This is an optimization exercise on Yosys and OpenROAD, whose aim is small area, not a production implementation.
The RTL was checked by simulation tests, not by an equivalence proof against the original design.
Power figures rest on the tool's default switching activity, not on a simulated workload.

==> v25 <==
// SecA2B_n3k32_1
module SecA2B_n3k32_1(
    input  wire          clk_i,
    input  wire          rst_ni,
    input  wire          i_dvld,
    input  wire          i_rvld,
    input  wire [1055:0] i_n,
    input  wire   [95:0] i_a,
    output wire   [95:0] o_z,
    output wire          o_dvld);
==> module SecAnd_PINI1_n3k32_1, before the edit <==
module SecAnd_PINI1_n3k32_1 #(
    parameter [95:0] YZ = 96'd0
  )(
    input  wire        clk_i,
    input  wire        i_en,
    input  wire [95:0] i_n,
    input  wire [95:0] i_x,
    input  wire [95:0] i_y,
    output wire [95:0] o_c);
  localparam [17:0] LJ = {3'd2, 3'd2, 3'd1, 3'd1, 3'd0, 3'd0};
  localparam [17:0] LI = {3'd1, 3'd0, 3'd2, 3'd0, 3'd2, 3'd1};
  localparam [17:0] LQ = {3'd2, 3'd1, 3'd2, 3'd0, 3'd1, 3'd0};
  wire [95:0] xd;
  wire [95:0] yd;
  wire [95:0] r;
  lix_reg #(.W(96)) u_xd (.clk_i(clk_i), .i_en(i_en), .i_x(i_x), .o_z(xd));
  lix_reg #(.W(96)) u_yd (.clk_i(clk_i), .i_en(i_en), .i_x(i_y), .o_z(yd));
  lix_reg #(.W(96)) u_r  (.clk_i(clk_i), .i_en(i_en), .i_x(i_n), .o_z(r));
  wire [95:0] k;
  wire [95:0] rr;        
  wire [191:0] z;        
  lix_reg #(.W(96)) u_k  (.clk_i(clk_i), .i_en(i_en), .i_x(xd & yd), .o_z(k));
  lix_reg #(.W(96)) u_rr (.clk_i(clk_i), .i_en(i_en), .i_x(r), .o_z(rr));
  genvar m, b;
  generate
    for (m = 0; m < 6; m = m + 1) begin: GL
      localparam integer J = LJ[3*m +: 3];
      localparam integer I = LI[3*m +: 3];
      localparam integer Q = LQ[3*m +: 3];
      for (b = 0; b < 32; b = b + 1) begin: GB
        if (YZ[32*I + b]) begin: GDEG
          assign z[32*m + b] = rr[32*Q + b];
        end else begin: GFULL
          wire v, u, t;
          lix_reg #(.W(1)) u_v (.clk_i(clk_i), .i_en(i_en),
                                .i_x(i_y[32*I + b] ^ i_n[32*Q + b]), .o_z(v));
          lix_reg #(.W(1)) u_u (.clk_i(clk_i), .i_en(i_en),
                                .i_x(~xd[32*J + b] & r[32*Q + b]), .o_z(u));
          lix_reg #(.W(1)) u_t (.clk_i(clk_i), .i_en(i_en),
                                .i_x(xd[32*J + b] & v), .o_z(t));
          assign z[32*m + b] = u ^ t;
        end
      end
    end
  endgenerate
  assign o_c[ 0+:32] = k[ 0+:32] ^ z[ 0+:32] ^ z[ 32+:32];
  assign o_c[32+:32] = k[32+:32] ^ z[64+:32] ^ z[ 96+:32];
  assign o_c[64+:32] = k[64+:32] ^ z[128+:32] ^ z[160+:32];
endmodule
==> module SecCSATree_n3k32, before the edit <==
module SecCSATree_n3k32(
    input  wire        clk_i,
    input  wire        i_en,
    input  wire [95:0] i_n,
    input  wire [95:0] i_x,
    output wire [95:0] o_s,
    output wire [95:0] o_c);
  wire [95:0] y1 = {32'd0, 32'd0, i_x[0+:32]};
  wire [95:0] y2 = {32'd0, i_x[32+:32], 32'd0};
  wire [95:0] y3 = {i_x[64+:32], 32'd0, 32'd0};
  SecCSA_n3k32 #(.YZ({32'd0, 32'hFFFF_FFFF, 32'd0})) u0_SecCSA_n3k32 (
    .clk_i  (clk_i),
    .i_en   (i_en),
    .i_n    (i_n[0+:96]),
    .i_x    (y1),
    .i_y    (y2),
    .i_c_in (y3),
    .o_s    (o_s),
    .o_c    (o_c));
endmodule
==> module SecCSA_n3k32, before the edit <==
module SecCSA_n3k32 #(
    parameter [95:0] YZ = 96'd0
  )(
    input  wire        clk_i,
    input  wire        i_en,
    input  wire [95:0] i_n,
    input  wire [95:0] i_x,
    input  wire [95:0] i_y,
    input  wire [95:0] i_c_in,
    output wire [95:0] o_c,
    output wire [95:0] o_s);
  wire [95:0] a   = i_x ^ i_y;
  wire [95:0] s   = a ^ i_c_in;
  wire [95:0] w   = i_x ^ i_c_in;
  wire [95:0] v;
  wire [95:0] sd;
  wire [95:0] xd;
  wire [95:0] xxv;
  SecAnd_PINI1_n3k32_1 #(.YZ(YZ)) u3_SecAnd_PINI1_n3k32_1 (
    .clk_i (clk_i),
    .i_en  (i_en),
    .i_n   (i_n),
    .i_x   (a),
    .i_y   (w),
    .o_c   (v));
  lix_shr0 #(.W(96), .N(2)) u4_lix_shr0 (
    .clk_i (clk_i), .i_en (i_en), .i_x (s), .o_z (sd));
  lix_shr0 #(.W(96), .N(2)) u5_lix_shr0 (
    .clk_i (clk_i), .i_en (i_en), .i_x (i_x), .o_z (xd));
  assign xxv = xd ^ v;
  assign o_c[ 0+:32] = xxv[ 0+:32] << 1;
  assign o_c[32+:32] = xxv[32+:32] << 1;
  assign o_c[64+:32] = xxv[64+:32] << 1;
  assign o_s = sd;
endmodule
clock: 5.0 ns
lec_check: 0
cap_margin: 20
core_margin: 2
core_utilization: 40
place_density: 0.6
setup_slack_margin: 0.3
slew_margin: 20
run.sh (not shown) runs the stock make flow with config.mk's settings and CLKGATE_MAP_FILE= SYNTH_SCRIPT=/design/flow/synth_recipe.tcl, a recipe that flattens the netlist after the stock synthesis.
==> inputs of v37, as changes to v25 <==
--- a/flow/design.v
+++ b/flow/design.v
@@ -172,6 +172,8 @@
   lix_reg #(.W(96)) u_r  (.clk_i(clk_i), .i_en(i_en), .i_x(i_n), .o_z(r));
-  wire [95:0] k;
+  wire [95:0] kn;       
   wire [95:0] rr;        
   wire [191:0] z;        
-  lix_reg #(.W(96)) u_k  (.clk_i(clk_i), .i_en(i_en), .i_x(xd & yd), .o_z(k));
+  wire [95:0] knr;
+  lix_reg #(.W(96)) u_k  (.clk_i(clk_i), .i_en(i_en), .i_x(~(xd & yd)), .o_z(knr));
+  assign kn = knr | YZ;    
   lix_reg #(.W(96)) u_rr (.clk_i(clk_i), .i_en(i_en), .i_x(r), .o_z(rr));
@@ -187,3 +189,3 @@
         end else begin: GFULL
-          wire v, u, t;
+          wire v, un, tn;
           lix_reg #(.W(1)) u_v (.clk_i(clk_i), .i_en(i_en),
@@ -191,6 +193,6 @@
           lix_reg #(.W(1)) u_u (.clk_i(clk_i), .i_en(i_en),
-                                .i_x(~xd[32*J + b] & r[32*Q + b]), .o_z(u));
+                                .i_x(~(~xd[32*J + b] & r[32*Q + b])), .o_z(un));
           lix_reg #(.W(1)) u_t (.clk_i(clk_i), .i_en(i_en),
-                                .i_x(xd[32*J + b] & v), .o_z(t));
-          assign z[32*m + b] = u ^ t;
+                                .i_x(~(xd[32*J + b] & v)), .o_z(tn));
+          assign z[32*m + b] = ~(un & tn);
         end
@@ -199,5 +201,5 @@
   endgenerate
-  assign o_c[ 0+:32] = k[ 0+:32] ^ z[ 0+:32] ^ z[ 32+:32];
-  assign o_c[32+:32] = k[32+:32] ^ z[64+:32] ^ z[ 96+:32];
-  assign o_c[64+:32] = k[64+:32] ^ z[128+:32] ^ z[160+:32];
+  assign o_c[ 0+:32] = ~kn[ 0+:32] ^ z[ 0+:32] ^ z[ 32+:32];
+  assign o_c[32+:32] = ~kn[32+:32] ^ z[64+:32] ^ z[ 96+:32];
+  assign o_c[64+:32] = ~kn[64+:32] ^ z[128+:32] ^ z[160+:32];
 endmodule
--- a/flow/config.mk
+++ b/flow/config.mk
@@ -9,5 +9,7 @@
 export CORE_MARGIN = 2
-export CORE_UTILIZATION = 40
-export PLACE_DENSITY = 0.6
-export SETUP_SLACK_MARGIN = 0.3
+export CORE_UTILIZATION = 55
+export CTS_CLUSTER_DIAMETER = 60
+export CTS_CLUSTER_SIZE = 24
+export PLACE_DENSITY = 0.65
+export SETUP_SLACK_MARGIN = 0.05
 export SLEW_MARGIN = 20
==> inputs of v39, as changes to v25 <==
--- a/flow/design.v
+++ b/flow/design.v
@@ -142,3 +142,4 @@
   wire [95:0] y3 = {i_x[64+:32], 32'd0, 32'd0};
-  SecCSA_n3k32 #(.YZ({32'd0, 32'hFFFF_FFFF, 32'd0})) u0_SecCSA_n3k32 (
+  SecCSA_n3k32 #(.YZ({32'd0, 32'hFFFF_FFFF, 32'd0}),
+                 .KP({64'd0, 32'hFFFF_FFFF})) u0_SecCSA_n3k32 (
     .clk_i  (clk_i),
@@ -155,3 +156,4 @@
 module SecAnd_PINI1_n3k32_1 #(
-    parameter [95:0] YZ = 96'd0
+    parameter [95:0] YZ = 96'd0,
+    parameter [95:0] KP = 96'd0
   )(
@@ -172,6 +174,8 @@
   lix_reg #(.W(96)) u_r  (.clk_i(clk_i), .i_en(i_en), .i_x(i_n), .o_z(r));
-  wire [95:0] k;
+  wire [95:0] kn;       
   wire [95:0] rr;        
   wire [191:0] z;        
-  lix_reg #(.W(96)) u_k  (.clk_i(clk_i), .i_en(i_en), .i_x(xd & yd), .o_z(k));
+  wire [95:0] knr;
+  lix_reg #(.W(96)) u_k  (.clk_i(clk_i), .i_en(i_en), .i_x(~(xd & yd) ^ KP), .o_z(knr));
+  assign kn = (knr ^ KP) | YZ;    
   lix_reg #(.W(96)) u_rr (.clk_i(clk_i), .i_en(i_en), .i_x(r), .o_z(rr));
@@ -187,3 +191,3 @@
         end else begin: GFULL
-          wire v, u, t;
+          wire v, un, tn;
           lix_reg #(.W(1)) u_v (.clk_i(clk_i), .i_en(i_en),
@@ -191,6 +195,6 @@
           lix_reg #(.W(1)) u_u (.clk_i(clk_i), .i_en(i_en),
-                                .i_x(~xd[32*J + b] & r[32*Q + b]), .o_z(u));
+                                .i_x(~(~xd[32*J + b] & r[32*Q + b])), .o_z(un));
           lix_reg #(.W(1)) u_t (.clk_i(clk_i), .i_en(i_en),
-                                .i_x(xd[32*J + b] & v), .o_z(t));
-          assign z[32*m + b] = u ^ t;
+                                .i_x(~(xd[32*J + b] & v)), .o_z(tn));
+          assign z[32*m + b] = ~(un & tn);
         end
@@ -199,5 +203,5 @@
   endgenerate
-  assign o_c[ 0+:32] = k[ 0+:32] ^ z[ 0+:32] ^ z[ 32+:32];
-  assign o_c[32+:32] = k[32+:32] ^ z[64+:32] ^ z[ 96+:32];
-  assign o_c[64+:32] = k[64+:32] ^ z[128+:32] ^ z[160+:32];
+  assign o_c[ 0+:32] = ~kn[ 0+:32] ^ z[ 0+:32] ^ z[ 32+:32];
+  assign o_c[32+:32] = ~kn[32+:32] ^ z[64+:32] ^ z[ 96+:32];
+  assign o_c[64+:32] = ~kn[64+:32] ^ z[128+:32] ^ z[160+:32];
 endmodule
@@ -206,3 +210,4 @@
 module SecCSA_n3k32 #(
-    parameter [95:0] YZ = 96'd0
+    parameter [95:0] YZ = 96'd0,
+    parameter [95:0] KP = 96'd0
   )(
@@ -223,3 +228,3 @@
   wire [95:0] xxv;
-  SecAnd_PINI1_n3k32_1 #(.YZ(YZ)) u3_SecAnd_PINI1_n3k32_1 (
+  SecAnd_PINI1_n3k32_1 #(.YZ(YZ), .KP(KP)) u3_SecAnd_PINI1_n3k32_1 (
     .clk_i (clk_i),
--- a/flow/config.mk
+++ b/flow/config.mk
@@ -9,5 +9,7 @@
 export CORE_MARGIN = 2
-export CORE_UTILIZATION = 40
-export PLACE_DENSITY = 0.6
-export SETUP_SLACK_MARGIN = 0.3
+export CORE_UTILIZATION = 65
+export CTS_CLUSTER_DIAMETER = 80
+export CTS_CLUSTER_SIZE = 30
+export PLACE_DENSITY = 0.75
+export SETUP_SLACK_MARGIN = 0.05
 export SLEW_MARGIN = 20
==> inputs of v22, as changes to v25 <==
--- a/flow/design.v
+++ b/flow/design.v
@@ -142,3 +142,4 @@
   wire [95:0] y3 = {i_x[64+:32], 32'd0, 32'd0};
-  SecCSA_n3k32 #(.YZ({32'd0, 32'hFFFF_FFFF, 32'd0})) u0_SecCSA_n3k32 (
+  SecCSA_n3k32 #(.YZ({32'd0, 32'hFFFF_FFFF, 32'd0}),
+                 .KP({64'd0, 32'hFFFF_FFFF})) u0_SecCSA_n3k32 (
     .clk_i  (clk_i),
@@ -155,3 +156,4 @@
 module SecAnd_PINI1_n3k32_1 #(
-    parameter [95:0] YZ = 96'd0
+    parameter [95:0] YZ = 96'd0,
+    parameter [95:0] KP = 96'd0
   )(
@@ -172,6 +174,8 @@
   lix_reg #(.W(96)) u_r  (.clk_i(clk_i), .i_en(i_en), .i_x(i_n), .o_z(r));
-  wire [95:0] k;
+  wire [95:0] kn;       
   wire [95:0] rr;        
   wire [191:0] z;        
-  lix_reg #(.W(96)) u_k  (.clk_i(clk_i), .i_en(i_en), .i_x(xd & yd), .o_z(k));
+  wire [95:0] knr;
+  lix_reg #(.W(96)) u_k  (.clk_i(clk_i), .i_en(i_en), .i_x(~(xd & yd) ^ KP), .o_z(knr));
+  assign kn = (knr ^ KP) | YZ;    
   lix_reg #(.W(96)) u_rr (.clk_i(clk_i), .i_en(i_en), .i_x(r), .o_z(rr));
@@ -187,3 +191,3 @@
         end else begin: GFULL
-          wire v, u, t;
+          wire v, un, tn;
           lix_reg #(.W(1)) u_v (.clk_i(clk_i), .i_en(i_en),
@@ -191,6 +195,6 @@
           lix_reg #(.W(1)) u_u (.clk_i(clk_i), .i_en(i_en),
-                                .i_x(~xd[32*J + b] & r[32*Q + b]), .o_z(u));
+                                .i_x(~(~xd[32*J + b] & r[32*Q + b])), .o_z(un));
           lix_reg #(.W(1)) u_t (.clk_i(clk_i), .i_en(i_en),
-                                .i_x(xd[32*J + b] & v), .o_z(t));
-          assign z[32*m + b] = u ^ t;
+                                .i_x(~(xd[32*J + b] & v)), .o_z(tn));
+          assign z[32*m + b] = ~(un & tn);
         end
@@ -199,5 +203,5 @@
   endgenerate
-  assign o_c[ 0+:32] = k[ 0+:32] ^ z[ 0+:32] ^ z[ 32+:32];
-  assign o_c[32+:32] = k[32+:32] ^ z[64+:32] ^ z[ 96+:32];
-  assign o_c[64+:32] = k[64+:32] ^ z[128+:32] ^ z[160+:32];
+  assign o_c[ 0+:32] = ~kn[ 0+:32] ^ z[ 0+:32] ^ z[ 32+:32];
+  assign o_c[32+:32] = ~kn[32+:32] ^ z[64+:32] ^ z[ 96+:32];
+  assign o_c[64+:32] = ~kn[64+:32] ^ z[128+:32] ^ z[160+:32];
 endmodule
@@ -206,3 +210,4 @@
 module SecCSA_n3k32 #(
-    parameter [95:0] YZ = 96'd0
+    parameter [95:0] YZ = 96'd0,
+    parameter [95:0] KP = 96'd0
   )(
@@ -223,3 +228,3 @@
   wire [95:0] xxv;
-  SecAnd_PINI1_n3k32_1 #(.YZ(YZ)) u3_SecAnd_PINI1_n3k32_1 (
+  SecAnd_PINI1_n3k32_1 #(.YZ(YZ), .KP(KP)) u3_SecAnd_PINI1_n3k32_1 (
     .clk_i (clk_i),
==> flow/flow/run.sh (new file) <==
#!/bin/bash
# Own layout flow: the standard layout (standard.sh), with two changes.
#  1. After the standard synthesis, the combinational logic between the
#     registers is mapped again by ABC for area (remap.tcl).  The registers
#     stay as the standard synthesis made them: same instances, names and
#     cell types.
#  2. Placement buffers the ports with sky130_fd_sc_hd__buf_1 cells.
# Each tool's output goes to a log file of its own in this folder.
set -euo pipefail
R=orfs/results/${FLOW_PLATFORM}/SecA2B_n3k32_1/base
LIB=${FLOW_HOME}/platforms/${FLOW_PLATFORM}/lib/sky130_fd_sc_hd__tt_025C_1v80.lib

bash standard.sh synth > 1_synth_standard.log 2>&1
cp ${R}/1_2_yosys.v ${R}/1_2_yosys_standard.v

REMAP_IN=${R}/1_2_yosys_standard.v REMAP_OUT=${R}/1_2_yosys.v REMAP_LIB=${LIB} \
  REMAP_ABC=flow/area.abc REMAP_TOP=${FLOW_TOP} \
  yosys -c flow/remap.tcl > 1_remap_yosys.log 2>&1
rm -f ${R}/1_synth.odb

BUFFER_PORTS_ARGS="-buffer_cell sky130_fd_sc_hd__buf_1" \
  bash standard.sh finish > 2_layout_standard.log 2>&1
==> flow/flow/area.abc (new file) <==
strash
dch
map -a
topo
==> flow/flow/remap.tcl (new file) <==
# Map the combinational logic of the standard synthesis netlist again, for
# area.  Sequential cells and tie cells are kept as black boxes, so every
# register keeps its instance name, cell type and connections.
yosys -import
read_liberty -overwrite -ignore_miss_func -setattr liberty_cell $::env(REMAP_LIB)
read_verilog -overwrite $::env(REMAP_IN)
hierarchy -top $::env(REMAP_TOP)
setattr -mod -set blackbox 1 sky130_fd_sc_hd__df* sky130_fd_sc_hd__edf* sky130_fd_sc_hd__sdf* sky130_fd_sc_hd__sedf* sky130_fd_sc_hd__dl* sky130_fd_sc_hd__conb*
tee -o remap_before.txt stat
flatten
opt_clean -purge
techmap
opt -fast -purge
abc -liberty $::env(REMAP_LIB) -script $::env(REMAP_ABC) \
  -dont_use sky130_fd_sc_hd__probe_p_8 -dont_use sky130_fd_sc_hd__probec_p_8 \
  -dont_use *lpflow* -dont_use *clkdlybuf* -dont_use *dlygate* -dont_use *dlymetal*
opt_clean -purge
hilomap -singleton -hicell sky130_fd_sc_hd__conb_1 HI -locell sky130_fd_sc_hd__conb_1 LO
splitnets
opt_clean -purge
insbuf -buf sky130_fd_sc_hd__buf_4 A X
yosys rename -enumerate -pattern remap_%_ w:$* c:$*
tee -o remap_after.txt stat
check
write_verilog -noattr -nohex -nodec $::env(REMAP_OUT)
==> flow/standard.sh (new file) <==
#!/bin/bash
# synth_recipe.tcl (not shown) runs the flow's synth.tcl, then flattens the netlist and writes it again
# the make line also repeats each setting of config.mk as NAME=value (left out here)
make -C /OpenROAD-flow-scripts/flow DESIGN_CONFIG=/design/flow/config.mk WORK_HOME=/design/flow/orfs CLKGATE_MAP_FILE= SYNTH_SCRIPT=/design/flow/synth_recipe.tcl "${@:-finish}"
--- a/flow/config.mk
+++ b/flow/config.mk
@@ -9,5 +9,7 @@
 export CORE_MARGIN = 2
-export CORE_UTILIZATION = 40
-export PLACE_DENSITY = 0.6
-export SETUP_SLACK_MARGIN = 0.3
+export CORE_UTILIZATION = 65
+export CTS_CLUSTER_DIAMETER = 80
+export CTS_CLUSTER_SIZE = 30
+export PLACE_DENSITY = 0.75
+export SETUP_SLACK_MARGIN = 0.05
 export SLEW_MARGIN = 20
removed: flow/run.sh
==> comparison table <==
metric	v39	v37	v25	v22
Initial cell density of the core	65.14%	55.20%	40.16%	65.30%
Delay of the slowest cell on the worst path	0.88 ns	0.90 ns	1.01 ns	0.84 ns
Final ANT Viol Nets	0	0	0	1
Total number of H-tree levels	5	6	6	5
Vias in the first global route	143.3k	145.1k	162.0k	145.9k
Routed length per placed instance	23.77 µm	23.29 µm	25.08 µm	22.64 µm
Net Count, Synth	20.07k	20.05k	19.88k	20.47k
Time the final worst path needs with I/O delays and setup	4.369 ns	4.474 ns	4.171 ns	3.980 ns
Portion of netlist area occupied by mux cells	0.04551%	0.04547%	0.04016%	-
Number of stages on the worst setup path	4	4	3	4
Worst hold margin	0.3481 ns	0.3009 ns	0.2462 ns	0.1246 ns
Worst Max-Slew Pin Slew	1.223 ns	1.199 ns	1.184 ns	1.234 ns
Final RePlAce weighted congestion	0.8388	0.8034	0.8222	0.8444
Status	complete, no violations	complete, no violations	complete, no violations	finished with violations
Violated checks	-	-	-	antenna rules
Met2 capacity usage during global routing	39.59%	35.08%	28.16%	40.30%
Pre-CTS setup slack	1.743 ns	1.701 ns	1.824 ns	1.683 ns
Relative contribution of the clock network to total power	24.1%	29.2%	30.4%	24.3%

static timing again, ports no longer ideal:
In the flow no input, the clock included, has a driving cell. The finished layouts below were timed again as built, in two steps. Step 1 sets driving cells, clkbuf_16 on the clock port and buf_2 on the other inputs (assumed; they add their load-dependent delay and slew). Step 2 adds t to the input delays and takes it off the output delays; t is the mean of the earliest and latest rising clock arrival at the registers after step 1. Input paths then give back, and output paths get back, about the clock's delay inside the block. Three values: no drivers, after step 1, after step 2; two values: the first two.
run | t (ns) | slack for setup (ns) | slew at the worst register clock pin (ns)
v25 | 1.247 | 0.829 / 0.668 / 1.773 | 0.07 / 0.07
v37 | 1.226 | 0.526 / 0.386 / 1.613 | 0.10 / 0.10
v39 | 1.151 | 0.631 / 0.505 / 1.656 | 0.11 / 0.11
v22 | 1.134 | 1.020 / 0.891 / 1.675 | 0.11 / 0.11
